This design comes from an exercise in tuning for small area on the open sky130 flow, not from production work. In this exercise RTL edits were held to simulation tests only and were not proved equivalent to the original. Power and IR drop assume default switching activity.

==> flow/design.v <==
module car_dashboard_top (
    input  wire clk_50mhz,
    input  wire dip_sw8_reset,
    input  wire [5:0] dip_sw_gears,
    input  wire key_accel_n,
    input  wire key_brake_n,
    output wire [7:0] led_rpm,
    output wire [7:0] seg_single,
    output wire [7:0] ar_seg,
    output wire [7:0] ar_sel,
    output wire servo_ctrl,
    output wire piezo_out,
    output wire f_led1_r,
    output wire f_led1_g,
    output wire f_led1_b,
    output wire f_led2_r,
    output wire f_led2_g,
    output wire f_led2_b,
    output wire f_led3_r,
    output wire f_led3_g,
    output wire f_led3_b,
    output wire f_led4_r,
    output wire f_led4_g,
    output wire f_led4_b
);
    wire clk = clk_50mhz;
    wire rst = dip_sw8_reset;
    wire tick_1k, tick_10, sv_h0, sv_h1, sv_h19;
    wire [6:0] c_lo;
    dash_timebase u_tb (
        .clk(clk), .rst(rst), .tick_1k(tick_1k), .tick_10(tick_10), .c_lo(c_lo),
        .sv_h0(sv_h0), .sv_h1(sv_h1), .sv_h19(sv_h19)
    );
    wire a_st, b_st;
    dash_debounce u_acc (.clk(clk), .rst(rst), .tick_1k(tick_1k), .key_n(key_accel_n), .st(a_st));
    dash_debounce u_brk (.clk(clk), .rst(rst), .tick_1k(tick_1k), .key_n(key_brake_n), .st(b_st));
    reg [2:0] gear_sw;
    always @(*) begin
        casez (dip_sw_gears)
            6'b1?????: gear_sw = 3'd6;
            6'b01????: gear_sw = 3'd5;
            6'b001???: gear_sw = 3'd4;
            6'b0001??: gear_sw = 3'd3;
            6'b00001?: gear_sw = 3'd2;
            6'b000001: gear_sw = 3'd1;
            default:   gear_sw = 3'd0;
        endcase
    end
    wire [2:0] gear = rst ? 3'd0 : gear_sw;
    assign seg_single = seg7({1'b0, gear});
    wire [2:0] sp_h;
    wire [3:0] sp_t, sp_o;
    wire [2:0] g_l;
    dash_engine u_eng (
        .clk(clk), .rst(rst), .tick_10(tick_10), .thr(a_st), .brk(b_st), .gear(gear_sw),
        .sp_h(sp_h), .sp_t(sp_t), .sp_o(sp_o), .g_l(g_l)
    );
    wire [12:0] rpm;
    dash_rpm u_rpm (.g(g_l), .sp_h(sp_h), .sp_t(sp_t), .sp_o(sp_o), .rpm(rpm));
    wire [6:0] sv_r;
    wire [8:0] phi;
    wire r5500, r7000;
    dash_rpm_out u_ro (.rpm(rpm), .led(led_rpm), .r5500(r5500), .r7000(r7000), .sv_r(sv_r), .phi(phi));
    assign {f_led1_r, f_led1_g, f_led1_b} = {r5500, ~r7000, ~r5500};
    assign {f_led2_r, f_led2_g, f_led2_b} = {r5500, ~r7000, ~r5500};
    assign {f_led3_r, f_led3_g, f_led3_b} = {r5500, ~r7000, ~r5500};
    assign {f_led4_r, f_led4_g, f_led4_b} = {r5500, ~r7000, ~r5500};
    dash_display u_disp (
        .clk(clk), .rst(rst), .tick_1k(tick_1k), .sp_h(sp_h), .sp_t(sp_t), .sp_o(sp_o),
        .seg(ar_seg), .an(ar_sel)
    );
    assign servo_ctrl = sv_h0 | (sv_h1 & ge8(add8({1'b0, c_lo}, {1'b0, sv_r}, 1'b0), 8'd101)) |
                        (sv_h19 & tick_1k);
    dash_piezo u_pz (.clk(clk), .rst(rst), .phi(phi), .pz(piezo_out));
    function [7:0] add8;
        input [7:0] a;
        input [7:0] b;
        input ci;
        integer i;
        reg c;
        begin
            c = ci;
            for (i = 0; i < 8; i = i + 1) begin
                add8[i] = a[i] ^ b[i] ^ c;
                c = (a[i] & b[i]) | (c & (a[i] | b[i]));
            end
        end
    endfunction
    function ge8;
        input [7:0] a;
        input [7:0] b;
        integer i;
        reg c;
        begin
            c = 1'b1;
            for (i = 0; i < 8; i = i + 1)
                c = (a[i] & ~b[i]) | (c & (a[i] | ~b[i]));
            ge8 = c;
        end
    endfunction
    function [7:0] seg7;
        input [3:0] v;
        begin
            case (v)
                4'd0: seg7 = 8'b0011_1111;
                4'd1: seg7 = 8'b0000_0110;
                4'd2: seg7 = 8'b0101_1011;
                4'd3: seg7 = 8'b0100_1111;
                4'd4: seg7 = 8'b0110_0110;
                4'd5: seg7 = 8'b0110_1101;
                4'd6: seg7 = 8'b0111_1101;
                4'd7: seg7 = 8'b0000_0111;
                4'd8: seg7 = 8'b0111_1111;
                4'd9: seg7 = 8'b0110_1111;
                default: seg7 = 8'b1111_1111;
            endcase
        end
    endfunction
endmodule
module dash_timebase (
    input  wire clk,
    input  wire rst,
    output wire tick_1k,
    output wire tick_10,
    output reg  [6:0] c_lo,
    output wire sv_h0,
    output wire sv_h1,
    output wire sv_h19
);
    reg [4:0] k20;
    reg [2:0] k5;
    assign tick_1k = (c_lo == 7'd0);
    wire k20_last = (k20 == 5'd19);
    wire k5_last = (k5 == 3'd4);
    assign tick_10 = tick_1k & k20_last & k5_last;
    assign sv_h0 = (k20 == 5'd0);
    assign sv_h1 = (k20 == 5'd1);
    assign sv_h19 = k20_last;
    always @(posedge clk or posedge rst) begin
        if (rst) begin
            c_lo <= 7'd100;
            k20  <= 5'd0;
            k5   <= 3'd0;
        end else begin
            c_lo <= tick_1k ? 7'd99 : add7(c_lo, 7'h7f, 1'b0);
            if (tick_1k) begin
                k20 <= k20_last ? 5'd0 : add5(k20, 5'd0, 1'b1);
                if (k20_last)
                    k5 <= k5_last ? 3'd0 : add3(k5, 3'd0, 1'b1);
            end
        end
    end
    function [6:0] add7;
        input [6:0] a;
        input [6:0] b;
        input ci;
        integer i;
        reg c;
        begin
            c = ci;
            for (i = 0; i < 7; i = i + 1) begin
                add7[i] = a[i] ^ b[i] ^ c;
                c = (a[i] & b[i]) | (c & (a[i] | b[i]));
            end
        end
    endfunction
    function [4:0] add5;
        input [4:0] a;
        input [4:0] b;
        input ci;
        integer i;
        reg c;
        begin
            c = ci;
            for (i = 0; i < 5; i = i + 1) begin
                add5[i] = a[i] ^ b[i] ^ c;
                c = (a[i] & b[i]) | (c & (a[i] | b[i]));
            end
        end
    endfunction
    function [2:0] add3;
        input [2:0] a;
        input [2:0] b;
        input ci;
        integer i;
        reg c;
        begin
            c = ci;
            for (i = 0; i < 3; i = i + 1) begin
                add3[i] = a[i] ^ b[i] ^ c;
                c = (a[i] & b[i]) | (c & (a[i] | b[i]));
            end
        end
    endfunction
endmodule
module dash_debounce (
    input  wire clk,
    input  wire rst,
    input  wire tick_1k,
    input  wire key_n,
    output reg  st
);
    reg [1:0] sync;
    reg [2:0] cnt;
    always @(posedge clk or posedge rst) begin
        if (rst) begin
            sync <= 2'b00;
            st   <= 1'b0;
            cnt  <= 3'd0;
        end else begin
            sync <= {sync[0], ~key_n};
            if (tick_1k) begin
                if (sync[1] == st) begin
                    cnt <= 3'd0;
                end else if (cnt == 3'b100) begin
                    st  <= ~st;
                    cnt <= 3'd0;
                end else begin
                    cnt <= {cnt[1:0], ~cnt[2]};
                end
            end
        end
    end
endmodule
module dash_engine (
    input  wire clk,
    input  wire rst,
    input  wire tick_10,
    input  wire thr,
    input  wire brk,
    input  wire [2:0] gear,
    output reg  [2:0] sp_h,
    output reg  [3:0] sp_t,
    output reg  [3:0] sp_o,
    output reg  [2:0] g_l
);
    reg [4:0] d_acc, d_brk;
    reg [2:0] gm_h;
    reg [3:0] gm_t;
    always @(*) begin
        case (gear)
            3'd1: begin d_acc = 5'd2; d_brk = 5'd28; gm_h = 3'd0; gm_t = 4'd3; end
            3'd2: begin d_acc = 5'd3; d_brk = 5'd27; gm_h = 3'd0; gm_t = 4'd7; end
            3'd3: begin d_acc = 5'd4; d_brk = 5'd26; gm_h = 3'd1; gm_t = 4'd3; end
            3'd4: begin d_acc = 5'd5; d_brk = 5'd25; gm_h = 3'd2; gm_t = 4'd0; end
            3'd5: begin d_acc = 5'd6; d_brk = 5'd25; gm_h = 3'd3; gm_t = 4'd0; end
            3'd6: begin d_acc = 5'd6; d_brk = 5'd24; gm_h = 3'd4; gm_t = 4'd0; end
            default: begin d_acc = 5'd0; d_brk = 5'd24; gm_h = 3'd4; gm_t = 4'd0; end
        endcase
    end
    wire [4:0] delta = brk ? d_brk : thr ? d_acc : 5'h1f;
    wire [4:0] ox = add5({1'b0, sp_o}, delta, 1'b0);    
    wire o_neg = ox[4];
    wire o_big = ~ox[4] & ox[3] & (ox[2] | ox[1]);       
    wire [3:0] n_o = o_neg ? add4(ox[3:0], 4'd10, 1'b0) :
                     o_big ? add4(ox[3:0], 4'd6, 1'b0) : ox[3:0];
    wire t_zero = (sp_t == 4'd0);
    wire t_nine = (sp_t == 4'd9);
    wire [3:0] n_t = o_neg ? (t_zero ? 4'd9 : add4(sp_t, 4'hf, 1'b0)) :
                     o_big ? (t_nine ? 4'd0 : add4(sp_t, 4'd0, 1'b1)) : sp_t;
    wire t_bor = o_neg & t_zero;
    wire t_car = o_big & t_nine;
    wire [2:0] n_h = t_bor ? add3(sp_h, 3'h7, 1'b0) :
                     t_car ? add3(sp_h, 3'd0, 1'b1) : sp_h;
    wire below0 = t_bor & (sp_h == 3'd0);                
    wire s_lt_gm = ~ge3(sp_h, gm_h) | ((sp_h == gm_h) & ~ge4(sp_t, gm_t));
    wire [2:0] lim_h = s_lt_gm ? gm_h : 3'd4;
    wire [3:0] lim_t = s_lt_gm ? gm_t : 4'd0;
    wire n_lt_lim = ~ge3(n_h, lim_h) | ((n_h == lim_h) & ~ge4(n_t, lim_t));
    wire clamp_hi = thr & ~brk & ~n_lt_lim;
    always @(posedge clk or posedge rst) begin
        if (rst) begin
            sp_h <= 3'd0;
            sp_t <= 4'd0;
            sp_o <= 4'd0;
            g_l  <= 3'd0;
        end else if (tick_10) begin
            g_l <= gear;
            if (below0) begin
                sp_h <= 3'd0;
                sp_t <= 4'd0;
                sp_o <= 4'd0;
            end else if (clamp_hi) begin
                sp_h <= lim_h;
                sp_t <= lim_t;
                sp_o <= 4'd0;
            end else begin
                sp_h <= n_h;
                sp_t <= n_t;
                sp_o <= n_o;
            end
        end
    end
    function [4:0] add5;
        input [4:0] a;
        input [4:0] b;
        input ci;
        integer i;
        reg c;
        begin
            c = ci;
            for (i = 0; i < 5; i = i + 1) begin
                add5[i] = a[i] ^ b[i] ^ c;
                c = (a[i] & b[i]) | (c & (a[i] | b[i]));
            end
        end
    endfunction
    function [3:0] add4;
        input [3:0] a;
        input [3:0] b;
        input ci;
        integer i;
        reg c;
        begin
            c = ci;
            for (i = 0; i < 4; i = i + 1) begin
                add4[i] = a[i] ^ b[i] ^ c;
                c = (a[i] & b[i]) | (c & (a[i] | b[i]));
            end
        end
    endfunction
    function [2:0] add3;
        input [2:0] a;
        input [2:0] b;
        input ci;
        integer i;
        reg c;
        begin
            c = ci;
            for (i = 0; i < 3; i = i + 1) begin
                add3[i] = a[i] ^ b[i] ^ c;
                c = (a[i] & b[i]) | (c & (a[i] | b[i]));
            end
        end
    endfunction
    function ge4;
        input [3:0] a;
        input [3:0] b;
        integer i;
        reg c;
        begin
            c = 1'b1;
            for (i = 0; i < 4; i = i + 1)
                c = (a[i] & ~b[i]) | (c & (a[i] | ~b[i]));
            ge4 = c;
        end
    endfunction
    function ge3;
        input [2:0] a;
        input [2:0] b;
        integer i;
        reg c;
        begin
            c = 1'b1;
            for (i = 0; i < 3; i = i + 1)
                c = (a[i] & ~b[i]) | (c & (a[i] | ~b[i]));
            ge3 = c;
        end
    endfunction
endmodule
module dash_rpm (
    input  wire [2:0] g,
    input  wire [2:0] sp_h,
    input  wire [3:0] sp_t,
    input  wire [3:0] sp_o,
    output wire [12:0] rpm
);
    wire [17:0] vh = {2'b0, tab_h(g, {1'b0, sp_h})};
    wire [17:0] vt = {2'b0, tab_t(g, sp_t)};
    wire [17:0] vo = {2'b0, tab_o(g, sp_o)};
    wire [17:0] sum = add18(add18(vh, vt, 1'b0), vo, 1'b0);
    wire [14:0] rsum = sum[17:3];
    assign rpm = (g == 3'd0) | ~ge15(rsum, 15'd800) ? 13'd800 :
                 ge15(rsum, 15'd8001) ? 13'd8000 : rsum[12:0];
    function [15:0] tab_h;
        input [2:0] g;
        input [3:0] d;
        begin
            case ({g, d})
                {3'd1, 4'd0}: tab_h = 16'd0;
                {3'd1, 4'd1}: tab_h = 16'd64008;
                {3'd1, 4'd2}: tab_h = 16'd64008;
                {3'd1, 4'd3}: tab_h = 16'd64008;
                {3'd1, 4'd4}: tab_h = 16'd64008;
                {3'd2, 4'd0}: tab_h = 16'd0;
                {3'd2, 4'd1}: tab_h = 16'd43099;
                {3'd2, 4'd2}: tab_h = 16'd64008;
                {3'd2, 4'd3}: tab_h = 16'd64008;
                {3'd2, 4'd4}: tab_h = 16'd64008;
                {3'd3, 4'd0}: tab_h = 16'd0;
                {3'd3, 4'd1}: tab_h = 16'd27748;
                {3'd3, 4'd2}: tab_h = 16'd55497;
                {3'd3, 4'd3}: tab_h = 16'd64008;
                {3'd3, 4'd4}: tab_h = 16'd64008;
                {3'd4, 4'd0}: tab_h = 16'd0;
                {3'd4, 4'd1}: tab_h = 16'd19680;
                {3'd4, 4'd2}: tab_h = 16'd39360;
                {3'd4, 4'd3}: tab_h = 16'd59040;
                {3'd4, 4'd4}: tab_h = 16'd64008;
                {3'd5, 4'd0}: tab_h = 16'd0;
                {3'd5, 4'd1}: tab_h = 16'd16334;
                {3'd5, 4'd2}: tab_h = 16'd32668;
                {3'd5, 4'd3}: tab_h = 16'd49003;
                {3'd5, 4'd4}: tab_h = 16'd64008;
                {3'd6, 4'd0}: tab_h = 16'd0;
                {3'd6, 4'd1}: tab_h = 16'd14169;
                {3'd6, 4'd2}: tab_h = 16'd28339;
                {3'd6, 4'd3}: tab_h = 16'd42508;
                {3'd6, 4'd4}: tab_h = 16'd56678;
                default: tab_h = 16'bx;
            endcase
        end
    endfunction
    function [15:0] tab_t;
        input [2:0] g;
        input [3:0] d;
        begin
            case ({g, d})
                {3'd1, 4'd0}: tab_t = 16'd0;
                {3'd1, 4'd1}: tab_t = 16'd7084;
                {3'd1, 4'd2}: tab_t = 16'd14169;
                {3'd1, 4'd3}: tab_t = 16'd21254;
                {3'd1, 4'd4}: tab_t = 16'd28339;
                {3'd1, 4'd5}: tab_t = 16'd35424;
                {3'd1, 4'd6}: tab_t = 16'd42508;
                {3'd1, 4'd7}: tab_t = 16'd49593;
                {3'd1, 4'd8}: tab_t = 16'd56678;
                {3'd1, 4'd9}: tab_t = 16'd63763;
                {3'd2, 4'd0}: tab_t = 16'd0;
                {3'd2, 4'd1}: tab_t = 16'd4309;
                {3'd2, 4'd2}: tab_t = 16'd8619;
                {3'd2, 4'd3}: tab_t = 16'd12929;
                {3'd2, 4'd4}: tab_t = 16'd17239;
                {3'd2, 4'd5}: tab_t = 16'd21549;
                {3'd2, 4'd6}: tab_t = 16'd25859;
                {3'd2, 4'd7}: tab_t = 16'd30169;
                {3'd2, 4'd8}: tab_t = 16'd34479;
                {3'd2, 4'd9}: tab_t = 16'd38789;
                {3'd3, 4'd0}: tab_t = 16'd0;
                {3'd3, 4'd1}: tab_t = 16'd2774;
                {3'd3, 4'd2}: tab_t = 16'd5549;
                {3'd3, 4'd3}: tab_t = 16'd8324;
                {3'd3, 4'd4}: tab_t = 16'd11099;
                {3'd3, 4'd5}: tab_t = 16'd13874;
                {3'd3, 4'd6}: tab_t = 16'd16649;
                {3'd3, 4'd7}: tab_t = 16'd19424;
                {3'd3, 4'd8}: tab_t = 16'd22199;
                {3'd3, 4'd9}: tab_t = 16'd24973;
                {3'd4, 4'd0}: tab_t = 16'd0;
                {3'd4, 4'd1}: tab_t = 16'd1968;
                {3'd4, 4'd2}: tab_t = 16'd3936;
                {3'd4, 4'd3}: tab_t = 16'd5904;
                {3'd4, 4'd4}: tab_t = 16'd7872;
                {3'd4, 4'd5}: tab_t = 16'd9840;
                {3'd4, 4'd6}: tab_t = 16'd11808;
                {3'd4, 4'd7}: tab_t = 16'd13776;
                {3'd4, 4'd8}: tab_t = 16'd15744;
                {3'd4, 4'd9}: tab_t = 16'd17712;
                {3'd5, 4'd0}: tab_t = 16'd0;
                {3'd5, 4'd1}: tab_t = 16'd1633;
                {3'd5, 4'd2}: tab_t = 16'd3266;
                {3'd5, 4'd3}: tab_t = 16'd4900;
                {3'd5, 4'd4}: tab_t = 16'd6533;
                {3'd5, 4'd5}: tab_t = 16'd8167;
                {3'd5, 4'd6}: tab_t = 16'd9800;
                {3'd5, 4'd7}: tab_t = 16'd11434;
                {3'd5, 4'd8}: tab_t = 16'd13067;
                {3'd5, 4'd9}: tab_t = 16'd14700;
                {3'd6, 4'd0}: tab_t = 16'd0;
                {3'd6, 4'd1}: tab_t = 16'd1416;
                {3'd6, 4'd2}: tab_t = 16'd2833;
                {3'd6, 4'd3}: tab_t = 16'd4250;
                {3'd6, 4'd4}: tab_t = 16'd5667;
                {3'd6, 4'd5}: tab_t = 16'd7084;
                {3'd6, 4'd6}: tab_t = 16'd8501;
                {3'd6, 4'd7}: tab_t = 16'd9918;
                {3'd6, 4'd8}: tab_t = 16'd11335;
                {3'd6, 4'd9}: tab_t = 16'd12752;
                default: tab_t = 16'bx;
            endcase
        end
    endfunction
    function [15:0] tab_o;
        input [2:0] g;
        input [3:0] d;
        begin
            case ({g, d})
                {3'd1, 4'd0}: tab_o = 16'd0;
                {3'd1, 4'd1}: tab_o = 16'd709;
                {3'd1, 4'd2}: tab_o = 16'd1417;
                {3'd1, 4'd3}: tab_o = 16'd2126;
                {3'd1, 4'd4}: tab_o = 16'd2834;
                {3'd1, 4'd5}: tab_o = 16'd3543;
                {3'd1, 4'd6}: tab_o = 16'd4251;
                {3'd1, 4'd7}: tab_o = 16'd4960;
                {3'd1, 4'd8}: tab_o = 16'd5668;
                {3'd1, 4'd9}: tab_o = 16'd6377;
                {3'd2, 4'd0}: tab_o = 16'd0;
                {3'd2, 4'd1}: tab_o = 16'd431;
                {3'd2, 4'd2}: tab_o = 16'd862;
                {3'd2, 4'd3}: tab_o = 16'd1293;
                {3'd2, 4'd4}: tab_o = 16'd1724;
                {3'd2, 4'd5}: tab_o = 16'd2155;
                {3'd2, 4'd6}: tab_o = 16'd2586;
                {3'd2, 4'd7}: tab_o = 16'd3017;
                {3'd2, 4'd8}: tab_o = 16'd3448;
                {3'd2, 4'd9}: tab_o = 16'd3879;
                {3'd3, 4'd0}: tab_o = 16'd0;
                {3'd3, 4'd1}: tab_o = 16'd278;
                {3'd3, 4'd2}: tab_o = 16'd555;
                {3'd3, 4'd3}: tab_o = 16'd833;
                {3'd3, 4'd4}: tab_o = 16'd1110;
                {3'd3, 4'd5}: tab_o = 16'd1388;
                {3'd3, 4'd6}: tab_o = 16'd1665;
                {3'd3, 4'd7}: tab_o = 16'd1943;
                {3'd3, 4'd8}: tab_o = 16'd2220;
                {3'd3, 4'd9}: tab_o = 16'd2498;
                {3'd4, 4'd0}: tab_o = 16'd0;
                {3'd4, 4'd1}: tab_o = 16'd197;
                {3'd4, 4'd2}: tab_o = 16'd394;
                {3'd4, 4'd3}: tab_o = 16'd591;
                {3'd4, 4'd4}: tab_o = 16'd788;
                {3'd4, 4'd5}: tab_o = 16'd984;
                {3'd4, 4'd6}: tab_o = 16'd1181;
                {3'd4, 4'd7}: tab_o = 16'd1378;
                {3'd4, 4'd8}: tab_o = 16'd1575;
                {3'd4, 4'd9}: tab_o = 16'd1772;
                {3'd5, 4'd0}: tab_o = 16'd0;
                {3'd5, 4'd1}: tab_o = 16'd164;
                {3'd5, 4'd2}: tab_o = 16'd327;
                {3'd5, 4'd3}: tab_o = 16'd491;
                {3'd5, 4'd4}: tab_o = 16'd654;
                {3'd5, 4'd5}: tab_o = 16'd817;
                {3'd5, 4'd6}: tab_o = 16'd981;
                {3'd5, 4'd7}: tab_o = 16'd1144;
                {3'd5, 4'd8}: tab_o = 16'd1307;
                {3'd5, 4'd9}: tab_o = 16'd1471;
                {3'd6, 4'd0}: tab_o = 16'd0;
                {3'd6, 4'd1}: tab_o = 16'd142;
                {3'd6, 4'd2}: tab_o = 16'd284;
                {3'd6, 4'd3}: tab_o = 16'd426;
                {3'd6, 4'd4}: tab_o = 16'd567;
                {3'd6, 4'd5}: tab_o = 16'd709;
                {3'd6, 4'd6}: tab_o = 16'd851;
                {3'd6, 4'd7}: tab_o = 16'd992;
                {3'd6, 4'd8}: tab_o = 16'd1134;
                {3'd6, 4'd9}: tab_o = 16'd1276;
                default: tab_o = 16'bx;
            endcase
        end
    endfunction
    function [17:0] add18;
        input [17:0] a;
        input [17:0] b;
        input ci;
        integer i;
        reg c;
        begin
            c = ci;
            for (i = 0; i < 18; i = i + 1) begin
                add18[i] = a[i] ^ b[i] ^ c;
                c = (a[i] & b[i]) | (c & (a[i] | b[i]));
            end
        end
    endfunction
    function ge15;
        input [14:0] a;
        input [14:0] b;
        integer i;
        reg c;
        begin
            c = 1'b1;
            for (i = 0; i < 15; i = i + 1)
                c = (a[i] & ~b[i]) | (c & (a[i] | ~b[i]));
            ge15 = c;
        end
    endfunction
endmodule
module dash_rpm_out (
    input  wire [12:0] rpm,
    output wire [7:0] led,
    output wire r5500,
    output wire r7000,
    output wire [6:0] sv_r,
    output wire [8:0] phi
);
    assign r5500 = ge13(rpm, 13'd5500);
    assign r7000 = ge13(rpm, 13'd7000);
    assign led = {ge13(rpm, 13'd7800), ge13(rpm, 13'd7200), ge13(rpm, 13'd6500), r5500,
                  ge13(rpm, 13'd4000), ge13(rpm, 13'd2500), ge13(rpm, 13'd1000), 1'b1};
    reg [7:0] a;
    reg [2:0] r;
    integer i;
    always @(*) begin
        r = 3'd0;
        for (i = 7; i >= 0; i = i - 1) begin
            {a[i], r} = step5({r, rpm[5 + i]});
        end
    end
    wire [7:0] b = {r, rpm[4:0]};
    wire b80 = (r == 3'd4) | (r == 3'd3) | ((r == 3'd2) & rpm[4]);
    assign sv_r = {a[5:0], b80};
    assign phi = add9(add9({a[5:0], 3'd0}, {3'd0, a[5:0]}, 1'b0), {5'd0, ninth(b)}, 1'b0);
    function [3:0] step5;
        input [3:0] v;
        begin
            case (v)
                4'd0: step5 = {1'b0, 3'd0};
                4'd1: step5 = {1'b0, 3'd1};
                4'd2: step5 = {1'b0, 3'd2};
                4'd3: step5 = {1'b0, 3'd3};
                4'd4: step5 = {1'b0, 3'd4};
                4'd5: step5 = {1'b1, 3'd0};
                4'd6: step5 = {1'b1, 3'd1};
                4'd7: step5 = {1'b1, 3'd2};
                4'd8: step5 = {1'b1, 3'd3};
                4'd9: step5 = {1'b1, 3'd4};
                default: step5 = 4'bxxxx;
            endcase
        end
    endfunction
    function [3:0] ninth;
        input [7:0] b;
        begin
            case (b)
                8'd0: ninth = 4'd0;
                8'd1: ninth = 4'd0;
                8'd2: ninth = 4'd0;
                8'd3: ninth = 4'd0;
                8'd4: ninth = 4'd0;
                8'd5: ninth = 4'd0;
                8'd6: ninth = 4'd0;
                8'd7: ninth = 4'd0;
                8'd8: ninth = 4'd0;
                8'd9: ninth = 4'd0;
                8'd10: ninth = 4'd0;
                8'd11: ninth = 4'd0;
                8'd12: ninth = 4'd0;
                8'd13: ninth = 4'd0;
                8'd14: ninth = 4'd0;
                8'd15: ninth = 4'd0;
                8'd16: ninth = 4'd0;
                8'd17: ninth = 4'd0;
                8'd18: ninth = 4'd1;
                8'd19: ninth = 4'd1;
                8'd20: ninth = 4'd1;
                8'd21: ninth = 4'd1;
                8'd22: ninth = 4'd1;
                8'd23: ninth = 4'd1;
                8'd24: ninth = 4'd1;
                8'd25: ninth = 4'd1;
                8'd26: ninth = 4'd1;
                8'd27: ninth = 4'd1;
                8'd28: ninth = 4'd1;
                8'd29: ninth = 4'd1;
                8'd30: ninth = 4'd1;
                8'd31: ninth = 4'd1;
                8'd32: ninth = 4'd1;
                8'd33: ninth = 4'd1;
                8'd34: ninth = 4'd1;
                8'd35: ninth = 4'd1;
                8'd36: ninth = 4'd2;
                8'd37: ninth = 4'd2;
                8'd38: ninth = 4'd2;
                8'd39: ninth = 4'd2;
                8'd40: ninth = 4'd2;
                8'd41: ninth = 4'd2;
                8'd42: ninth = 4'd2;
                8'd43: ninth = 4'd2;
                8'd44: ninth = 4'd2;
                8'd45: ninth = 4'd2;
                8'd46: ninth = 4'd2;
                8'd47: ninth = 4'd2;
                8'd48: ninth = 4'd2;
                8'd49: ninth = 4'd2;
                8'd50: ninth = 4'd2;
                8'd51: ninth = 4'd2;
                8'd52: ninth = 4'd2;
                8'd53: ninth = 4'd2;
                8'd54: ninth = 4'd3;
                8'd55: ninth = 4'd3;
                8'd56: ninth = 4'd3;
                8'd57: ninth = 4'd3;
                8'd58: ninth = 4'd3;
                8'd59: ninth = 4'd3;
                8'd60: ninth = 4'd3;
                8'd61: ninth = 4'd3;
                8'd62: ninth = 4'd3;
                8'd63: ninth = 4'd3;
                8'd64: ninth = 4'd3;
                8'd65: ninth = 4'd3;
                8'd66: ninth = 4'd3;
                8'd67: ninth = 4'd3;
                8'd68: ninth = 4'd3;
                8'd69: ninth = 4'd3;
                8'd70: ninth = 4'd3;
                8'd71: ninth = 4'd3;
                8'd72: ninth = 4'd4;
                8'd73: ninth = 4'd4;
                8'd74: ninth = 4'd4;
                8'd75: ninth = 4'd4;
                8'd76: ninth = 4'd4;
                8'd77: ninth = 4'd4;
                8'd78: ninth = 4'd4;
                8'd79: ninth = 4'd4;
                8'd80: ninth = 4'd4;
                8'd81: ninth = 4'd4;
                8'd82: ninth = 4'd4;
                8'd83: ninth = 4'd4;
                8'd84: ninth = 4'd4;
                8'd85: ninth = 4'd4;
                8'd86: ninth = 4'd4;
                8'd87: ninth = 4'd4;
                8'd88: ninth = 4'd4;
                8'd89: ninth = 4'd5;
                8'd90: ninth = 4'd5;
                8'd91: ninth = 4'd5;
                8'd92: ninth = 4'd5;
                8'd93: ninth = 4'd5;
                8'd94: ninth = 4'd5;
                8'd95: ninth = 4'd5;
                8'd96: ninth = 4'd5;
                8'd97: ninth = 4'd5;
                8'd98: ninth = 4'd5;
                8'd99: ninth = 4'd5;
                8'd100: ninth = 4'd5;
                8'd101: ninth = 4'd5;
                8'd102: ninth = 4'd5;
                8'd103: ninth = 4'd5;
                8'd104: ninth = 4'd5;
                8'd105: ninth = 4'd5;
                8'd106: ninth = 4'd5;
                8'd107: ninth = 4'd6;
                8'd108: ninth = 4'd6;
                8'd109: ninth = 4'd6;
                8'd110: ninth = 4'd6;
                8'd111: ninth = 4'd6;
                8'd112: ninth = 4'd6;
                8'd113: ninth = 4'd6;
                8'd114: ninth = 4'd6;
                8'd115: ninth = 4'd6;
                8'd116: ninth = 4'd6;
                8'd117: ninth = 4'd6;
                8'd118: ninth = 4'd6;
                8'd119: ninth = 4'd6;
                8'd120: ninth = 4'd6;
                8'd121: ninth = 4'd6;
                8'd122: ninth = 4'd6;
                8'd123: ninth = 4'd6;
                8'd124: ninth = 4'd6;
                8'd125: ninth = 4'd7;
                8'd126: ninth = 4'd7;
                8'd127: ninth = 4'd7;
                8'd128: ninth = 4'd7;
                8'd129: ninth = 4'd7;
                8'd130: ninth = 4'd7;
                8'd131: ninth = 4'd7;
                8'd132: ninth = 4'd7;
                8'd133: ninth = 4'd7;
                8'd134: ninth = 4'd7;
                8'd135: ninth = 4'd7;
                8'd136: ninth = 4'd7;
                8'd137: ninth = 4'd7;
                8'd138: ninth = 4'd7;
                8'd139: ninth = 4'd7;
                8'd140: ninth = 4'd7;
                8'd141: ninth = 4'd7;
                8'd142: ninth = 4'd7;
                8'd143: ninth = 4'd8;
                8'd144: ninth = 4'd8;
                8'd145: ninth = 4'd8;
                8'd146: ninth = 4'd8;
                8'd147: ninth = 4'd8;
                8'd148: ninth = 4'd8;
                8'd149: ninth = 4'd8;
                8'd150: ninth = 4'd8;
                8'd151: ninth = 4'd8;
                8'd152: ninth = 4'd8;
                8'd153: ninth = 4'd8;
                8'd154: ninth = 4'd8;
                8'd155: ninth = 4'd8;
                8'd156: ninth = 4'd8;
                8'd157: ninth = 4'd8;
                8'd158: ninth = 4'd8;
                8'd159: ninth = 4'd8;
                default: ninth = 4'd0;
            endcase
        end
    endfunction
    function [8:0] add9;
        input [8:0] a;
        input [8:0] b;
        input ci;
        integer i;
        reg c;
        begin
            c = ci;
            for (i = 0; i < 9; i = i + 1) begin
                add9[i] = a[i] ^ b[i] ^ c;
                c = (a[i] & b[i]) | (c & (a[i] | b[i]));
            end
        end
    endfunction
    function ge13;
        input [12:0] a;
        input [12:0] b;
        integer i;
        reg c;
        begin
            c = 1'b1;
            for (i = 0; i < 13; i = i + 1)
                c = (a[i] & ~b[i]) | (c & (a[i] | ~b[i]));
            ge13 = c;
        end
    endfunction
endmodule
module dash_display (
    input  wire clk,
    input  wire rst,
    input  wire tick_1k,
    input  wire [2:0] sp_h,
    input  wire [3:0] sp_t,
    input  wire [3:0] sp_o,
    output wire [7:0] seg,
    output wire [7:0] an
);
    reg [1:0] disp;
    reg [3:0] dig;
    wire [3:0] d_sel = (disp == 2'd1) ? sp_t : (disp == 2'd2) ? sp_o : {1'b0, sp_h};
    always @(posedge clk or posedge rst) begin
        if (rst) begin
            disp <= 2'd0;
            dig  <= 4'd15;
        end else if (tick_1k) begin
            disp <= (disp == 2'd3) ? 2'd1 : add2(disp, 2'd0, 1'b1);
            dig  <= d_sel;
        end
    end
    assign seg = seg7(dig);
    assign an = {disp != 2'd3, disp != 2'd2, disp != 2'd1, 5'b11111};
    function [1:0] add2;
        input [1:0] a;
        input [1:0] b;
        input ci;
        integer i;
        reg c;
        begin
            c = ci;
            for (i = 0; i < 2; i = i + 1) begin
                add2[i] = a[i] ^ b[i] ^ c;
                c = (a[i] & b[i]) | (c & (a[i] | b[i]));
            end
        end
    endfunction
    function [7:0] seg7;
        input [3:0] v;
        begin
            case (v)
                4'd0: seg7 = 8'b0011_1111;
                4'd1: seg7 = 8'b0000_0110;
                4'd2: seg7 = 8'b0101_1011;
                4'd3: seg7 = 8'b0100_1111;
                4'd4: seg7 = 8'b0110_0110;
                4'd5: seg7 = 8'b0110_1101;
                4'd6: seg7 = 8'b0111_1101;
                4'd7: seg7 = 8'b0000_0111;
                4'd8: seg7 = 8'b0111_1111;
                4'd9: seg7 = 8'b0110_1111;
                default: seg7 = 8'b1111_1111;
            endcase
        end
    endfunction
endmodule
module dash_piezo (
    input  wire clk,
    input  wire rst,
    input  wire [8:0] phi,
    output reg  pz
);
    reg [9:0] pc;
    reg [8:0] qr;
    reg       pp;
    always @(posedge clk or posedge rst) begin
        if (rst) begin
            pc <= 10'd0;
            qr <= 9'd450;
            pp <= 1'b0;
            pz <= 1'b0;
        end else begin
            pz <= pz ^ pp;
            pp <= ~pp & ~ge9(qr, phi);
            if (pp) begin
                pc <= 10'd0;
                qr <= 9'd450;
            end else begin
                pc <= add10(pc, 10'd0, 1'b1);
                qr <= add9(qr, ~{6'd0, q_step(pc)}, 1'b1);
            end
        end
    end
    function [2:0] q_step;
        input [9:0] c;
        begin
            case (c)
                10'd98: q_step = 3'd5;
                10'd99: q_step = 3'd5;
                10'd100: q_step = 3'd5;
                10'd101: q_step = 3'd5;
                10'd102: q_step = 3'd4;
                10'd103: q_step = 3'd5;
                10'd104: q_step = 3'd4;
                10'd105: q_step = 3'd5;
                10'd106: q_step = 3'd4;
                10'd107: q_step = 3'd4;
                10'd108: q_step = 3'd4;
                10'd109: q_step = 3'd4;
                10'd110: q_step = 3'd4;
                10'd111: q_step = 3'd4;
                10'd112: q_step = 3'd4;
                10'd113: q_step = 3'd3;
                10'd114: q_step = 3'd4;
                10'd115: q_step = 3'd4;
                10'd116: q_step = 3'd3;
                10'd117: q_step = 3'd4;
                10'd118: q_step = 3'd3;
                10'd119: q_step = 3'd4;
                10'd120: q_step = 3'd3;
                10'd121: q_step = 3'd3;
                10'd122: q_step = 3'd3;
                10'd123: q_step = 3'd4;
                10'd124: q_step = 3'd3;
                10'd125: q_step = 3'd3;
                10'd126: q_step = 3'd3;
                10'd127: q_step = 3'd3;
                10'd128: q_step = 3'd3;
                10'd129: q_step = 3'd3;
                10'd130: q_step = 3'd3;
                10'd131: q_step = 3'd2;
                10'd132: q_step = 3'd3;
                10'd133: q_step = 3'd3;
                10'd134: q_step = 3'd3;
                10'd135: q_step = 3'd2;
                10'd136: q_step = 3'd3;
                10'd137: q_step = 3'd2;
                10'd138: q_step = 3'd3;
                10'd139: q_step = 3'd2;
                10'd140: q_step = 3'd3;
                10'd141: q_step = 3'd2;
                10'd142: q_step = 3'd3;
                10'd143: q_step = 3'd2;
                10'd144: q_step = 3'd2;
                10'd145: q_step = 3'd3;
                10'd146: q_step = 3'd2;
                10'd147: q_step = 3'd2;
                10'd148: q_step = 3'd2;
                10'd149: q_step = 3'd3;
                10'd150: q_step = 3'd2;
                10'd151: q_step = 3'd2;
                10'd152: q_step = 3'd2;
                10'd153: q_step = 3'd2;
                10'd154: q_step = 3'd2;
                10'd155: q_step = 3'd2;
                10'd156: q_step = 3'd2;
                10'd157: q_step = 3'd2;
                10'd158: q_step = 3'd2;
                10'd159: q_step = 3'd2;
                10'd160: q_step = 3'd2;
                10'd161: q_step = 3'd2;
                10'd162: q_step = 3'd1;
                10'd163: q_step = 3'd2;
                10'd164: q_step = 3'd2;
                10'd165: q_step = 3'd2;
                10'd166: q_step = 3'd2;
                10'd167: q_step = 3'd1;
                10'd168: q_step = 3'd2;
                10'd169: q_step = 3'd2;
                10'd170: q_step = 3'd1;
                10'd171: q_step = 3'd2;
                10'd172: q_step = 3'd2;
                10'd173: q_step = 3'd1;
                10'd174: q_step = 3'd2;
                10'd175: q_step = 3'd2;
                10'd176: q_step = 3'd1;
                10'd177: q_step = 3'd2;
                10'd178: q_step = 3'd1;
                10'd179: q_step = 3'd2;
                10'd180: q_step = 3'd1;
                10'd181: q_step = 3'd2;
                10'd182: q_step = 3'd1;
                10'd183: q_step = 3'd2;
                10'd184: q_step = 3'd1;
                10'd185: q_step = 3'd2;
                10'd186: q_step = 3'd1;
                10'd187: q_step = 3'd1;
                10'd188: q_step = 3'd2;
                10'd189: q_step = 3'd1;
                10'd190: q_step = 3'd1;
                10'd191: q_step = 3'd2;
                10'd192: q_step = 3'd1;
                10'd193: q_step = 3'd1;
                10'd194: q_step = 3'd2;
                10'd195: q_step = 3'd1;
                10'd196: q_step = 3'd1;
                10'd197: q_step = 3'd1;
                10'd198: q_step = 3'd2;
                10'd199: q_step = 3'd1;
                10'd200: q_step = 3'd1;
                10'd201: q_step = 3'd1;
                10'd202: q_step = 3'd2;
                10'd203: q_step = 3'd1;
                10'd204: q_step = 3'd1;
                10'd205: q_step = 3'd1;
                10'd206: q_step = 3'd1;
                10'd207: q_step = 3'd1;
                10'd208: q_step = 3'd2;
                10'd209: q_step = 3'd1;
                10'd210: q_step = 3'd1;
                10'd211: q_step = 3'd1;
                10'd212: q_step = 3'd1;
                10'd213: q_step = 3'd1;
                10'd214: q_step = 3'd1;
                10'd215: q_step = 3'd1;
                10'd216: q_step = 3'd1;
                10'd217: q_step = 3'd1;
                10'd218: q_step = 3'd1;
                10'd219: q_step = 3'd1;
                10'd220: q_step = 3'd1;
                10'd221: q_step = 3'd1;
                10'd222: q_step = 3'd1;
                10'd223: q_step = 3'd1;
                10'd224: q_step = 3'd1;
                10'd225: q_step = 3'd1;
                10'd226: q_step = 3'd1;
                10'd227: q_step = 3'd1;
                10'd228: q_step = 3'd1;
                10'd229: q_step = 3'd1;
                10'd230: q_step = 3'd1;
                10'd231: q_step = 3'd1;
                10'd232: q_step = 3'd1;
                10'd233: q_step = 3'd1;
                10'd234: q_step = 3'd1;
                10'd236: q_step = 3'd1;
                10'd237: q_step = 3'd1;
                10'd238: q_step = 3'd1;
                10'd239: q_step = 3'd1;
                10'd240: q_step = 3'd1;
                10'd241: q_step = 3'd1;
                10'd243: q_step = 3'd1;
                10'd244: q_step = 3'd1;
                10'd245: q_step = 3'd1;
                10'd246: q_step = 3'd1;
                10'd248: q_step = 3'd1;
                10'd249: q_step = 3'd1;
                10'd250: q_step = 3'd1;
                10'd251: q_step = 3'd1;
                10'd253: q_step = 3'd1;
                10'd254: q_step = 3'd1;
                10'd255: q_step = 3'd1;
                10'd257: q_step = 3'd1;
                10'd258: q_step = 3'd1;
                10'd259: q_step = 3'd1;
                10'd261: q_step = 3'd1;
                10'd262: q_step = 3'd1;
                10'd263: q_step = 3'd1;
                10'd265: q_step = 3'd1;
                10'd266: q_step = 3'd1;
                10'd268: q_step = 3'd1;
                10'd269: q_step = 3'd1;
                10'd271: q_step = 3'd1;
                10'd272: q_step = 3'd1;
                10'd274: q_step = 3'd1;
                10'd275: q_step = 3'd1;
                10'd277: q_step = 3'd1;
                10'd278: q_step = 3'd1;
                10'd280: q_step = 3'd1;
                10'd282: q_step = 3'd1;
                10'd283: q_step = 3'd1;
                10'd285: q_step = 3'd1;
                10'd287: q_step = 3'd1;
                10'd288: q_step = 3'd1;
                10'd290: q_step = 3'd1;
                10'd292: q_step = 3'd1;
                10'd293: q_step = 3'd1;
                10'd295: q_step = 3'd1;
                10'd297: q_step = 3'd1;
                10'd299: q_step = 3'd1;
                10'd301: q_step = 3'd1;
                10'd302: q_step = 3'd1;
                10'd304: q_step = 3'd1;
                10'd306: q_step = 3'd1;
                10'd308: q_step = 3'd1;
                10'd310: q_step = 3'd1;
                10'd312: q_step = 3'd1;
                10'd314: q_step = 3'd1;
                10'd316: q_step = 3'd1;
                10'd318: q_step = 3'd1;
                10'd320: q_step = 3'd1;
                10'd322: q_step = 3'd1;
                10'd324: q_step = 3'd1;
                10'd326: q_step = 3'd1;
                10'd329: q_step = 3'd1;
                10'd331: q_step = 3'd1;
                10'd333: q_step = 3'd1;
                10'd335: q_step = 3'd1;
                10'd338: q_step = 3'd1;
                10'd340: q_step = 3'd1;
                10'd342: q_step = 3'd1;
                10'd345: q_step = 3'd1;
                10'd347: q_step = 3'd1;
                10'd350: q_step = 3'd1;
                10'd352: q_step = 3'd1;
                10'd355: q_step = 3'd1;
                10'd357: q_step = 3'd1;
                10'd360: q_step = 3'd1;
                10'd362: q_step = 3'd1;
                10'd365: q_step = 3'd1;
                10'd368: q_step = 3'd1;
                10'd371: q_step = 3'd1;
                10'd373: q_step = 3'd1;
                10'd376: q_step = 3'd1;
                10'd379: q_step = 3'd1;
                10'd382: q_step = 3'd1;
                10'd385: q_step = 3'd1;
                10'd388: q_step = 3'd1;
                10'd391: q_step = 3'd1;
                10'd394: q_step = 3'd1;
                10'd398: q_step = 3'd1;
                10'd401: q_step = 3'd1;
                10'd404: q_step = 3'd1;
                10'd407: q_step = 3'd1;
                10'd411: q_step = 3'd1;
                10'd414: q_step = 3'd1;
                10'd418: q_step = 3'd1;
                10'd421: q_step = 3'd1;
                10'd425: q_step = 3'd1;
                10'd429: q_step = 3'd1;
                10'd432: q_step = 3'd1;
                10'd436: q_step = 3'd1;
                10'd440: q_step = 3'd1;
                10'd444: q_step = 3'd1;
                10'd448: q_step = 3'd1;
                10'd452: q_step = 3'd1;
                10'd456: q_step = 3'd1;
                10'd460: q_step = 3'd1;
                10'd465: q_step = 3'd1;
                10'd469: q_step = 3'd1;
                10'd474: q_step = 3'd1;
                10'd478: q_step = 3'd1;
                10'd483: q_step = 3'd1;
                10'd488: q_step = 3'd1;
                10'd493: q_step = 3'd1;
                10'd498: q_step = 3'd1;
                10'd503: q_step = 3'd1;
                10'd508: q_step = 3'd1;
                10'd513: q_step = 3'd1;
                10'd518: q_step = 3'd1;
                10'd524: q_step = 3'd1;
                default: q_step = 3'd0;
            endcase
        end
    endfunction
    function [9:0] add10;
        input [9:0] a;
        input [9:0] b;
        input ci;
        integer i;
        reg c;
        begin
            c = ci;
            for (i = 0; i < 10; i = i + 1) begin
                add10[i] = a[i] ^ b[i] ^ c;
                c = (a[i] & b[i]) | (c & (a[i] | b[i]));
            end
        end
    endfunction
    function [8:0] add9;
        input [8:0] a;
        input [8:0] b;
        input ci;
        integer i;
        reg c;
        begin
            c = ci;
            for (i = 0; i < 9; i = i + 1) begin
                add9[i] = a[i] ^ b[i] ^ c;
                c = (a[i] & b[i]) | (c & (a[i] | b[i]));
            end
        end
    endfunction
    function ge9;
        input [8:0] a;
        input [8:0] b;
        integer i;
        reg c;
        begin
            c = 1'b1;
            for (i = 0; i < 9; i = i + 1)
                c = (a[i] & ~b[i]) | (c & (a[i] | ~b[i]));
            ge9 = c;
        end
    endfunction
endmodule
==> flow/flow/run.sh <==
#!/bin/bash
# Layout flow: the standard flow (standard.sh) with two changes to its
# synthesis, both in the combinational mapping only (registers untouched):
#  - yosys extract_fa is skipped, so adders are mapped by ABC like the rest
#    of the logic instead of being forced onto fa/ha cells;
#  - the final ABC mapping uses flow/abc_area.script (AIG resynthesis with
#    &deepsyn for up to 2 minutes, then area-recovery mapping with &nf)
#    instead of ORFS's abc_area.script.
# Everything else (floorplan, placement, CTS, routing, finishing) is
# standard.sh unchanged. Each tool's output goes to a log file here.
set -euo pipefail
W=$(pwd)
ABC_SCRIPT="$W/flow/abc_area.script"

# synthesis script: synth_recipe.tcl with the two overrides inserted before
# it sources ORFS's synth.tcl
{
  head -n 1 synth_recipe.tcl
  cat <<EOS
proc extract_fa {args} { puts "flow: extract_fa skipped" }
proc abc {args} {
  set i [lsearch -exact \$args -script]
  if {\$i >= 0} { set args [lreplace \$args [expr {\$i + 1}] [expr {\$i + 1}] $ABC_SCRIPT] }
  set i [lsearch -exact \$args -D]
  if {\$i >= 0} { set args [lreplace \$args \$i [expr {\$i + 1}]] }
  puts "flow: abc \$args"
  yosys abc {*}\$args
}
EOS
  tail -n +2 synth_recipe.tcl
} > flow_synth.tcl

sed "s|SYNTH_SCRIPT=[^ ]*|SYNTH_SCRIPT=$W/flow_synth.tcl|" standard.sh > flow_standard.sh
grep -q "SYNTH_SCRIPT=$W/flow_synth.tcl" flow_standard.sh

bash flow_standard.sh > flow_make.log 2>&1
==> flow/flow/abc_area.script <==
strash
&get -n
&fraig -x
&deepsyn -T 120 -S 1
&dch -f
&nf -R 1000 -p
&put
==> flow/standard.sh <==
#!/bin/bash
# synth_recipe.tcl (not shown) runs the flow's synth.tcl, then flattens the netlist and writes it again
# the make line also repeats each setting of config.mk as NAME=value (left out here)
make -C /OpenROAD-flow-scripts/flow DESIGN_CONFIG=/design/flow/config.mk WORK_HOME=/design/flow/orfs CLKGATE_MAP_FILE= SYNTH_SCRIPT=/design/flow/synth_recipe.tcl "${@:-finish}"
==> flow/config.mk <==
export PLATFORM = sky130hd
export DESIGN_NAME = car_dashboard_top
export DESIGN_NICKNAME = car_dashboard_top
export VERILOG_FILES = /design/flow/design.v
export SDC_FILE = /design/flow/constraint.sdc
export NUM_CORES = 4
export LEC_CHECK = 0
export ABC_AREA = 1
export CAP_MARGIN = 20
export CORE_MARGIN = 2
export CORE_UTILIZATION = 60
export CTS_BUF_LIST = sky130_fd_sc_hd__clkbuf_4 sky130_fd_sc_hd__clkbuf_8
export CTS_CLUSTER_SIZE = 20
export SLEW_MARGIN = 20
==> flow/constraint.sdc <==
create_clock -name core_clock -period 120.0 [get_ports {clk_50mhz}]
set_input_delay 24.0000 -clock core_clock [delete_from_list [all_inputs] [get_ports {clk_50mhz}]]
set_output_delay 24.0000 -clock core_clock [all_outputs]
set_load 0.01 [all_outputs]
==> results of run 1 <==
[layer usage]
metal	part of all wire	vias up	wire length [µm]	global-route usage
met5	0	-	0	0
met4	0.042	0	927	0.1522
met3	0.096	89	2145	0.07106
met2	0.43	474	9617	0.5137
met1	0.43	3929	9573	0.4495
li1	-	4111	-	-
[layout by cell type, fill, tap and decap left out, types with 24 or more instances in the layout]
master,count
nand2_1,161
nand3_1,40
dfrtp_1,57
o21ai_0,91
xor2_1,24
clkdlybuf4s50_1,48
nor3_1,30
a21oi_1,95
nor2b_1,41
nand2b_1,36
nor2_1,143
clkinv_1,29
xnor2_1,62
[logic make-up after synthesis]
family                   count (synthesis)  synth area share
AND/OR/NAND/NOR                        533            0.3295
buffers and inverters                   53           0.03735
adder cells (fa/ha/maj)                 19           0.02490
AO/OA/AOI/OAI                          340            0.2772
multiplexers                             5          0.006881
other                                    2         0.0009833
flip-flops                              68            0.2246
XOR/XNOR                                86           0.09862
[power groups by stage]
stage / clock, µW / sequential (µW) / combinational (µW)
after floorplan: 0 / 23.4 / 1.01
after global placement: 0 / 23.5 / 1.62
after detailed placement: 0 / 23.5 / 1.62
after CTS: 20.1 / 23.0 / 1.64
after global routing: 21.2 / 23.0 / 1.83
final: 19.9 / 23.0 / 1.61
[layout make-up]
type	count	area share
Clock buffer	9	0.01467
Clock inverter	7	0.009926
Inverter	30	0.01333
Multi-Input combinational cell	990	0.6704
Sequential cell	68	0.2031
Tap cell	172	0.02548
Timing Repair Buffer	55	0.06311
[sequential cells by signal, indices dropped and copies added, names as in the netlist, 3 cells and up]
| register | count |
|---|---|
| u_eng.sp_o | 4 |
| u_eng.sp_t | 4 |
| u_disp.dig | 4 |
| u_pz.pc | 10 |
| u_tb.k20 | 5 |
| u_brk.cnt | 3 |
| u_acc.cnt | 3 |
| u_tb.k5 | 3 |
| u_pz.qr | 9 |
| u_eng.sp_h | 3 |
| u_eng.g_l | 3 |
| u_tb.c_lo | 7 |
[worst paths after layout]
path / depth (start not counted) / slack, ns / end
setup reg to reg: 60 / 105.22 / u_pz.pp
hold / removal: 0 / 0.35 / u_brk.sync[1]
setup / recovery: 7 / 69.94 / seg_single[4]
hold reg to reg: 0 / 0.35 / u_brk.sync[1]
min in group asynchronous: 3 / 24.26 / u_brk.sync[0]
max in group asynchronous: 3 / 95.18 / u_pz.qr[0]
[cell usage after synthesis (all sizes together), types with 19 or more instances]
| library cell | count |
|---|---|
| nor3 | 30 |
| maj3 | 19 |
| dfrtp | 57 |
| nand2 | 161 |
| o21ai | 91 |
| xor2 | 24 |
| buf | 23 |
| a21oi | 95 |
| nor2b | 41 |
| a31oi | 21 |
| clkinv | 30 |
| and2 | 19 |
| nand2b | 36 |
| nor2 | 143 |
| nand3 | 40 |
| xnor2 | 62 |
[metrics by stage]
step | power, µW | cell area (µm²) | worst slack, ns | utilization
4_1_cts | 44.72 | 8446 | 69.95 | 0.6747
3_3_place_gp | 25.07 | 8238 | 69.96 | 0.6581
5_1_grt | 46.05 | 8446 | 69.81 | 0.6747
3_5_place_dp | 25.07 | 8238 | 69.96 | 0.6581
2_1_floorplan | 24.46 | 7656 | 69.81 | -
6_report | 44.55 | 8446 | 69.94 | 0.6747
==> results.txt, run 1 <==
Final Hold Viols=0; routed wire length=22260 µm; antenna violations before repair=0; sequential-to-total area share from yosys stat=0.2246; CTS tree=built; fmax=19.98 MHz; drt drc=0; CTS max path bufs=2; Worst Path Max Fanout=9; Crit path largest cell delay=0.53 ns; Final setup viols=0; Reg area=0.001715 mm²; Total Routing Usage GR=0.3327; min Tclk post-route=50.06 ns; Cells after Synth=1106; post_cts resized=0; Area Growth Syn to Fin=10.58%; layout cells sized above 1=0.03106; Pleak=0.003293 µW; drt first pass iters=8; final cell count without fillers=1331; internal power=33.52 µW; area of the mapped netlist=0.007637 mm²; total CTS buffers=9; number of global-route vias before repair=7575; Worst Path Buf+Inv=2; fill cell count=1200; Crit. End Element=output port; CTS Hold Bufs=0; fin nets=1164; Final period util=0.4172; worst r2r src=u_eng.sp_t[3]; Crit. Startpoint=dip_sw_gears[4]; CTS sink count=68; Die Ht=116.8 µm; multi-input logic area=0.005662 mm²; hold crit path type=reg -> reg; diode count=0; Die Area=0.01365 mm²; type of origin of the critical path=input port; CTS Root Buffer Type=clkbuf_8; max cap viols=0; DRT iter0 DRCs=964; Initial Util=0.6102; fraction of power spent switching nets=0.2475; Clock power frac=0.447; Die Width=116.8 µm; EDFF count, synth=0; CP Class=in -> out; top post-synthesis cells by area=dfrtp_1, nand2_1, xnor2_1; post-CTS setup buffer count=0; Crit path required time=96.00 ns; Slowest cell on crit path=clkdlybuf4s50_1; Final Max Tran Viols=0; Core Rows=41; PD cells=5.275 mW/mm²; Slew @ Worst Pin=0.9101 ns; #FFs+latches synth=68; Slew headroom=0.3920; I/O Buffers=48; Peak VDD IR=0.007804 mV; Top Ports=56; ys async rst share=1.000; Yosys top cell area share=0.1868; Detailed Place HPWL=16520 µm; GRT overflow=0; Worst EP arrival=26.06 ns; outcome=complete, no violations; largest net degree at the start of global routing=75; Worst Skew=0.01268 ns; combinational power share=0.036; worst path cell trace=clkdlybuf4s50_1 > or3_1 > nor3_1 > nand2_1 > nand3_1 > nand2_1 > clkdlybuf4s50_1; number of H-tree levels=3; Ys Warns=8; TNS Setup=0 ns; WL/cell=16.73 µm; Reg clk slew, reported paths=0.08 ns; Synth area leader=dfrtp_1; post-route ant nets=0; CP delay by family, top=buffers and inverters; core box area=0.01252 mm²; sw power=11.02 µW; RSZ-0062 raised after global routing=no; HP Start=u_brk.sync[0]; syn avg cell area=6.905 µm²; clk latency of the worst-skew pair=0.36 ns; hold slack=0.3548 ns; Seq pwr share=0.517; predominant post-synthesis flop cell=dfrtp_1; global-route wire length before repair=36490 µm; Via density=6.464; Placed Cells=1315; GP Congestion=1.056; Vias=8603; Synth cell types=60
==> run 2: changes to the inputs <==
--- a/flow/flow/run.sh
+++ b/flow/flow/run.sh
@@ -7,6 +7,7 @@
 #    &deepsyn for up to 2 minutes, then area-recovery mapping with &nf)
 #    instead of ORFS's abc_area.script.
-# Everything else (floorplan, placement, CTS, routing, finishing) is
-# standard.sh unchanged. Each tool's output goes to a log file here.
+# The ports are buffered as in the standard flow, with the smallest buffer
+# (buf_1) instead of the one ORFS picks. Everything else (floorplan,
+# placement, CTS, routing, finishing) is standard.sh unchanged. Each tool's output goes to a log file here.
 set -euo pipefail
 W=$(pwd)
@@ -31,5 +32,5 @@
 } > flow_synth.tcl
 
-sed "s|SYNTH_SCRIPT=[^ ]*|SYNTH_SCRIPT=$W/flow_synth.tcl|" standard.sh > flow_standard.sh
+sed "s|SYNTH_SCRIPT=[^ ]*|SYNTH_SCRIPT=$W/flow_synth.tcl BUFFER_PORTS_ARGS='-buffer_cell sky130_fd_sc_hd__buf_1' MIN_BUF_CELL_AND_PORTS='sky130_fd_sc_hd__buf_1 A X' SYNTH_INSBUF=0|" standard.sh > flow_standard.sh
 grep -q "SYNTH_SCRIPT=$W/flow_synth.tcl" flow_standard.sh
 
--- a/flow/config.mk
+++ b/flow/config.mk
@@ -12,3 +12,4 @@
 export CTS_BUF_LIST = sky130_fd_sc_hd__clkbuf_4 sky130_fd_sc_hd__clkbuf_8
 export CTS_CLUSTER_SIZE = 20
+export GPL_TIMING_DRIVEN = 0
 export SLEW_MARGIN = 20
==> results.txt, run 2 <==
outcome=complete, no violations; Total Routing Usage GR=0.3313 (-0.001446); Total Power=47.32 µW (+6.2%); Synth area leader=dfrtp_1; top post-synthesis cells by area=dfrtp_1, nand2_1, xnor2_1; Biggest register=u_pz.pc; fill cell count=1080 (-10%); post_cts resized=0 (unchanged); Hold Path Stages=0 (unchanged); DRT iter0 DRCs=1132 (+17%); GP Congestion=1.001 (-5.2%); Area Growth Syn to Fin=8.984%; Worst Skew=0.009820 ns (-0.002858 ns); top-count cell post-synth=nand2_1; Worst EP arrival=25.34 ns (-0.72 ns); global-route wire length before repair=35740 µm (-2.1%); Core Rows=40 (-2.4%); DP Worst Slack=70.68 ns (+0.7178 ns); GRT overflow=0 (unchanged); Slew headroom=0.2876 (-0.1044); min Tclk post-route=49.34 ns (-0.7170 ns); drt first pass iters=6 (-2); number of H-tree levels=3 (unchanged); ys async rst share=1.000 (unchanged); sequential-to-total area share from yosys stat=0.2298 (+0.005195); CTS Root Buffer Type=clkbuf_8; largest registers=u_pz.pc (10), u_pz.qr (9), u_tb.c_lo (7); worst r2r src=u_eng.sp_t[0]; CP delay by family, top=simple AND/OR/NAND/NOR gates; TNS Setup=0 ns (unchanged); layout cells sized above 1=0.02862 (-0.002440); WL/cell=16.59 µm (-0.83%); Stages on worst setup path=7 (unchanged); core box area=0.01206 mm² (-3.6%); Reg area=0.001719 mm² (+0.22%); Initial Util=0.6189 (+0.008724); Detailed Place HPWL=15980 µm (-3.2%); worst path cell trace=buf_1 > or3_1 > nor3_1 > nand2_1 > nand3_1 > nand2_1 > buf_1; EDFF count, synth=0 (unchanged); largest net degree at the start of global routing=75 (unchanged); I/O Buffers=48 (unchanged); post-route ant nets=0 (unchanged); drt drc=0 (unchanged); Reg clk slew, reported paths=0.07 ns (about the same); Vias=8459 (-1.7%); Die Width=115.5 µm (-1.1%); Die Area=0.01335 mm² (-2.2%); hold crit path type=reg -> reg; Cells after Synth=1083 (-2.1%); Crit. End Element=output port; #FFs+latches synth=68 (unchanged); Slowest cell on crit path=or3_1; most frequent cells after synthesis=nand2_1, nor2_1, a21oi_1, o21ai_0, xnor2_1; Slew @ Worst Pin=1.069 ns (+0.1584 ns); Peak VDD IR=0.009282 mV (+19%); post-CTS setup buffer count=0 (unchanged); Crit path largest cell delay=0.42 ns (-0.11 ns); Pleak=0.003148 µW (-4.4%); max cap viols=0 (unchanged); Crit path required time=96.00 ns (about the same); fmax=20.27 MHz (+1.5%); predominant post-synthesis flop cell=dfrtp_1; number of global-route vias before repair=7355 (-2.9%); PD cells=5.817 mW/mm² (+10%); Largest register FFs=10 (unchanged); total CTS buffers=9 (unchanged); HP Start=u_acc.sync[0]; Final Max Tran Viols=0 (unchanged); clk latency of the worst-skew pair=0.36 ns (about the same); CTS tree=built; multi-input logic area=0.005662 mm² (unchanged); most common cell after layout, fill and taps aside=nand2_1; CP Class=in -> out; most frequent cells in the layout=nand2_1, nor2_1, a21oi_1, o21ai_0, xnor2_1; Top Ports=56 (unchanged); RSZ-0062 raised after global routing=no; Final period util=0.4112 (-0.005975); area of the mapped netlist=0.007465 mm² (-2.3%); CTS Hold Bufs=0 (unchanged); fin nets=1158 (-0.52%); Final WS setup=70.66 ns (+0.7170 ns); Final setup viols=0 (unchanged); Final Hold Viols=0 (unchanged); Die Ht=115.5 µm (-1.1%); Via density=6.403 (-0.93%); routed wire length=21910 µm (-1.6%); Ys Warns=8 (unchanged); reg2reg path depth=58 (-3.3%); syn avg cell area=6.893 µm² (-0.19%); antenna violations before repair=0 (unchanged); diode count=0 (unchanged); Synth cell types=59 (-1.7%); Yosys top cell area share=0.1911 (+0.004320); Crit. Startpoint=dip_sw_gears[4]; CTS sink count=68 (unchanged); Worst Path Buf+Inv=2 (unchanged); Worst Path Max Fanout=9 (unchanged); CTS max path bufs=2 (unchanged); type of origin of the critical path=input port
## run 2: cell count changes in the layout (fill, tap and decap cells not counted), sizes merged
cell / previous run / this run
buf: 7 / 49
inv: 4 / 0
clkdlybuf4s50: 48 / 0
clkbuf: 9 / 13
bufinv: 1 / 2
clkinvlp: 1 / 0
## run 2: metal layers
metal  track usage  up-vias  part of all wire
met5             0        -                 0
met4        0.1245        0             0.032
met3       0.05649       76             0.094
met2        0.4986      486              0.43
met1        0.4767     3815              0.45
li1              -     4082                 -
## run 2: layout make-up
cell class	count	share of cell area
repair buffers	49	0.02276
multi-input cells	990	0.6959
flip-flops and latches	68	0.2113
clock inverters	3	0.008459
inverters	30	0.01446
well taps	168	0.02584
clock buffers	13	0.02122
## run 2: path summary, 6_finish.rpt
check | endpoint | slack, ns
setup / recovery | seg_single[4] | 70.66
hold / removal | u_acc.sync[1] | 0.36
setup reg to reg | u_pz.pp | 104.73
hold reg to reg | u_acc.sync[1] | 0.36
max in group asynchronous | u_eng.g_l[2] | 95.81
min in group asynchronous | u_eng.sp_o[0] | 23.73
## run 2: kinds of logic after synthesis
family | synth area share
buf+inv | 0.01509
simple gates | 0.3371
fa+ha+maj | 0.02548
compound gates | 0.2836
xor+xnor | 0.1009
mux | 0.007040
other cells | 0.001006
flops | 0.2298
## run 2: power by group
| group | switching [µW] | internal, µW |
|---|---|---|
| logic | 1.02 | 0.269 |
| registers | 0.0367 | 23.0 |
| clock network | 9.32 | 13.7 |
## run 2: metrics by stage
step / hold WS, ns / util / std cells / instance area, µm²
global route: 0.3727 / 0.6745 / 1321 / 8135
floorplan: 0.3312 / - / 1088 / 7483
detailed placement: 0.3426 / 0.6544 / 1305 / 7893
global placement: 0.3340 / 0.6528 / 1304 / 7874
CTS: 0.3599 / 0.6744 / 1321 / 8134
finish: 0.3589 / 0.6745 / 1321 / 8135
==> run 3: changes to the inputs <==
--- a/flow/flow/run.sh
+++ b/flow/flow/run.sh
@@ -32,5 +32,5 @@
 } > flow_synth.tcl
 
-sed "s|SYNTH_SCRIPT=[^ ]*|SYNTH_SCRIPT=$W/flow_synth.tcl BUFFER_PORTS_ARGS='-buffer_cell sky130_fd_sc_hd__buf_1' MIN_BUF_CELL_AND_PORTS='sky130_fd_sc_hd__buf_1 A X' SYNTH_INSBUF=0|" standard.sh > flow_standard.sh
+sed "s|SYNTH_SCRIPT=[^ ]*|SYNTH_SCRIPT=$W/flow_synth.tcl BUFFER_PORTS_ARGS='-buffer_cell sky130_fd_sc_hd__buf_1' MIN_BUF_CELL_AND_PORTS='sky130_fd_sc_hd__buf_1 A X'|" standard.sh > flow_standard.sh
 grep -q "SYNTH_SCRIPT=$W/flow_synth.tcl" flow_standard.sh
 
==> results.txt, run 3 <==
post_cts resized=0 (unchanged); R2R Setup Slk=104.74 ns (about the same); multi-input logic area=0.005662 mm² (unchanged); CTS tree=built; Final period util=0.4110 (about the same); most frequent cells after synthesis=nand2_1, nor2_1, a21oi_1, o21ai_0, xnor2_1; Top Ports=56 (unchanged); sw power=10.68 µW (+3.0%); most common cell after layout, fill and taps aside=nand2_1; Ys Warns=8 (unchanged); Hold Path Stages=0 (unchanged); Die Ht=116.2 µm (+0.55%); Placed Cells=1328 (+1.8%); #FFs+latches synth=68 (unchanged); I/O Buffers=48 (unchanged); top-count cell post-synth=nand2_1; routed wire length=21740 µm (-0.79%); combinational power share=0.030 (+0.003); RSZ-0062 raised after global routing=no; CTS sink count=68 (unchanged); Worst Skew=0.01591 ns (+0.006092 ns); PD cells=5.581 mW/mm² (-4.0%); Initial Util=0.6209 (+0.002005); Reg clk slew, reported paths=0.08 ns (about the same); CP Class=in -> out; diode count=0 (unchanged); outcome=complete, no violations; Worst Path Max Fanout=9 (unchanged); Largest register FFs=10 (unchanged); clk latency of the worst-skew pair=0.37 ns (about the same); post-CTS setup buffer count=0 (unchanged); Worst EP arrival=25.32 ns (-0.02 ns); GRT overflow=0 (unchanged); fill cell count=1140 (+5.6%); fraction of power spent switching nets=0.2334 (+0.01412); Slew headroom=0.3168 (+0.02922); Peak VDD IR=0.008162 mV (-12%); Vias=8423 (-0.43%); CTS Hold Bufs=0 (unchanged); Yosys top cell area share=0.1889 (-0.002185); Reg-to-Reg End=u_pz.pp; top post-synthesis cells by area=dfrtp_1, nand2_1, xnor2_1; predominant post-synthesis flop cell=dfrtp_1; core box area=0.01216 mm² (+0.83%); type of origin of the critical path=input port; global-route wire length before repair=35770 µm (about the same); Core Rows=40 (unchanged); ys async rst share=1.000 (unchanged); Area Growth Syn to Fin=8.633%; Pleak=0.003162 µW (+0.44%); Clock power frac=0.467 (-0.019); CTS Root Buffer Type=clkbuf_8; Total Routing Usage GR=0.3273 (-0.004017); post-route ant nets=0 (unchanged); sequential-to-total area share from yosys stat=0.2272 (-0.002627); min Tclk post-route=49.32 ns (-0.02340 ns); Synth cell types=60 (+1.7%); most frequent cells in the layout=nand2_1, nor2_1, a21oi_1, o21ai_0, buf_1; drt drc=0 (unchanged); Die Area=0.01350 mm² (+1.1%); Synth area leader=dfrtp_1; Via density=6.267 (-2.1%); drt first pass iters=6 (unchanged); layout cells sized above 1=0.02806 (-0.0005598); fin nets=1181 (+2.0%); Biggest register=u_pz.pc; max cap viols=0 (unchanged); CTS max path bufs=2 (unchanged); worst r2r src=u_eng.sp_t[0]; HP Start=u_acc.sync[0]; number of H-tree levels=3 (unchanged)
[run 3: area by class of cell]
cell class | instances | area share
clock buffer | 9 | 0.01510
inverter | 30 | 0.01434
multi-input combinational | 990 | 0.6902
clock inverter | 7 | 0.01205
tap | 168 | 0.02563
sequential | 68 | 0.2096
buffer | 23 | 0.01052
timing repair buffer | 49 | 0.02257
[run 3: cell families (layout without fill, tap and decap cells)]
logic type | count (synthesis) | count (layout) | share of synthesized area
flip-flops | 68 | 68 | 0.2272
multiplexers | 5 | 5 | 0.006959
AO/OA/AOI/OAI | 340 | 340 | 0.2804
other | 2 | 7 | 0.0009946
AND/OR/NAND/NOR | 533 | 533 | 0.3332
XOR/XNOR | 86 | 86 | 0.09975
buffers and inverters | 53 | 118 | 0.02635
adder cells (fa/ha/maj) | 19 | 19 | 0.02519
[run 3: critical path: stages]
cell and delay [ns]:
buf_1 0.16, or3_1 0.41, nor3_1 0.23, nand2_1 0.19, nand3_1 0.13, nand2_1 0.05, buf_1 0.15
[run 3: power groups by stage]
stage | clock network (µW) | registers [µW] | logic [µW]
6_report | 21.4 | 23.0 | 1.37
2_1_floorplan | 0 | 23.4 | 0.914
5_1_grt | 22.8 | 23.0 | 1.58
3_3_place_gp | 0 | 23.5 | 1.36
4_1_cts | 21.9 | 23.0 | 1.40
3_5_place_dp | 0 | 23.5 | 1.39
[run 3: how the worst max path moves through the flow]
| stage | from | to | slack, ns | depth (start not counted) |
|---|---|---|---|---|
| 6_report | dip_sw_gears[4] | seg_single[4] | 70.68 | 7 |
| 4_1_cts | dip_sw_gears[4] | seg_single[3] | 70.68 | 7 |
| 2_1_floorplan | dip_sw8_reset | seg_single[1] | 69.81 | 2 |
| 3_5_place_dp | dip_sw_gears[4] | seg_single[3] | 70.69 | 7 |
| 3_3_place_gp | dip_sw8_reset | seg_single[1] | 69.12 | 4 |
| 5_1_grt | dip_sw_gears[4] | seg_single[3] | 70.53 | 7 |
[run 3: layer usage]
layer	share of wire	track usage	vias up
met5	0	0	-
met4	0.029	0.1119	0
met3	0.10	0.07161	67
met2	0.43	0.4979	470
met1	0.44	0.4621	3771
li1	-	-	4115
[run 3: through the flow]
step	power, µW	worst slack [ns]	util	cell area, µm²	hold slack (ns)
after floorplan	24.36	69.81	-	7570	0.3312
after global placement	24.82	69.12	0.6545	7960	0.3335
after detailed placement	24.85	70.69	0.6561	7979	0.3436
after CTS	46.29	70.68	0.6744	8202	0.3623
after global routing	47.37	70.53	0.6745	8203	0.3703
final	45.78	70.68	0.6745	8203	0.3587

## afterwards: timing with drivers on the ports
The flow's constraints put no driver on any port. The routed layouts listed below were extracted and timed again, unchanged, in two steps.
Step 1 assumes that a clkbuf_16 drives the clock port and a buf_2 every other input.
Step 2 also shifts input and output timing later by t, the mid clock arrival at the registers, as if the neighbouring blocks saw the same clock.
Slacks: ideal ports / drivers / drivers and shift; pairs: ideal ports / drivers.
| run | t (ns) | setup slack, ns | hold slack, ns | worst setup path at the end | slew at the worst register clock pin (ns) |
|---|---|---|---|---|---|
| run 1 | 0.392 | 69.938 / 69.915 / 69.915 | 0.355 / 0.355 / 0.355 | input to output | 0.09 / 0.09 |
| run 2 | 0.394 | 70.655 / 70.635 / 70.635 | 0.359 / 0.359 / 0.359 | input to output | 0.08 / 0.08 |
| run 3 | 0.397 | 70.679 / 70.659 / 70.659 | 0.359 / 0.359 / 0.359 | input to output | 0.09 / 0.09 |
After both steps setup and hold are still met in every run listed. The setup slack of run 1, which loses most, moves by -0.023 ns with the drivers and by -0.023 ns with both steps.
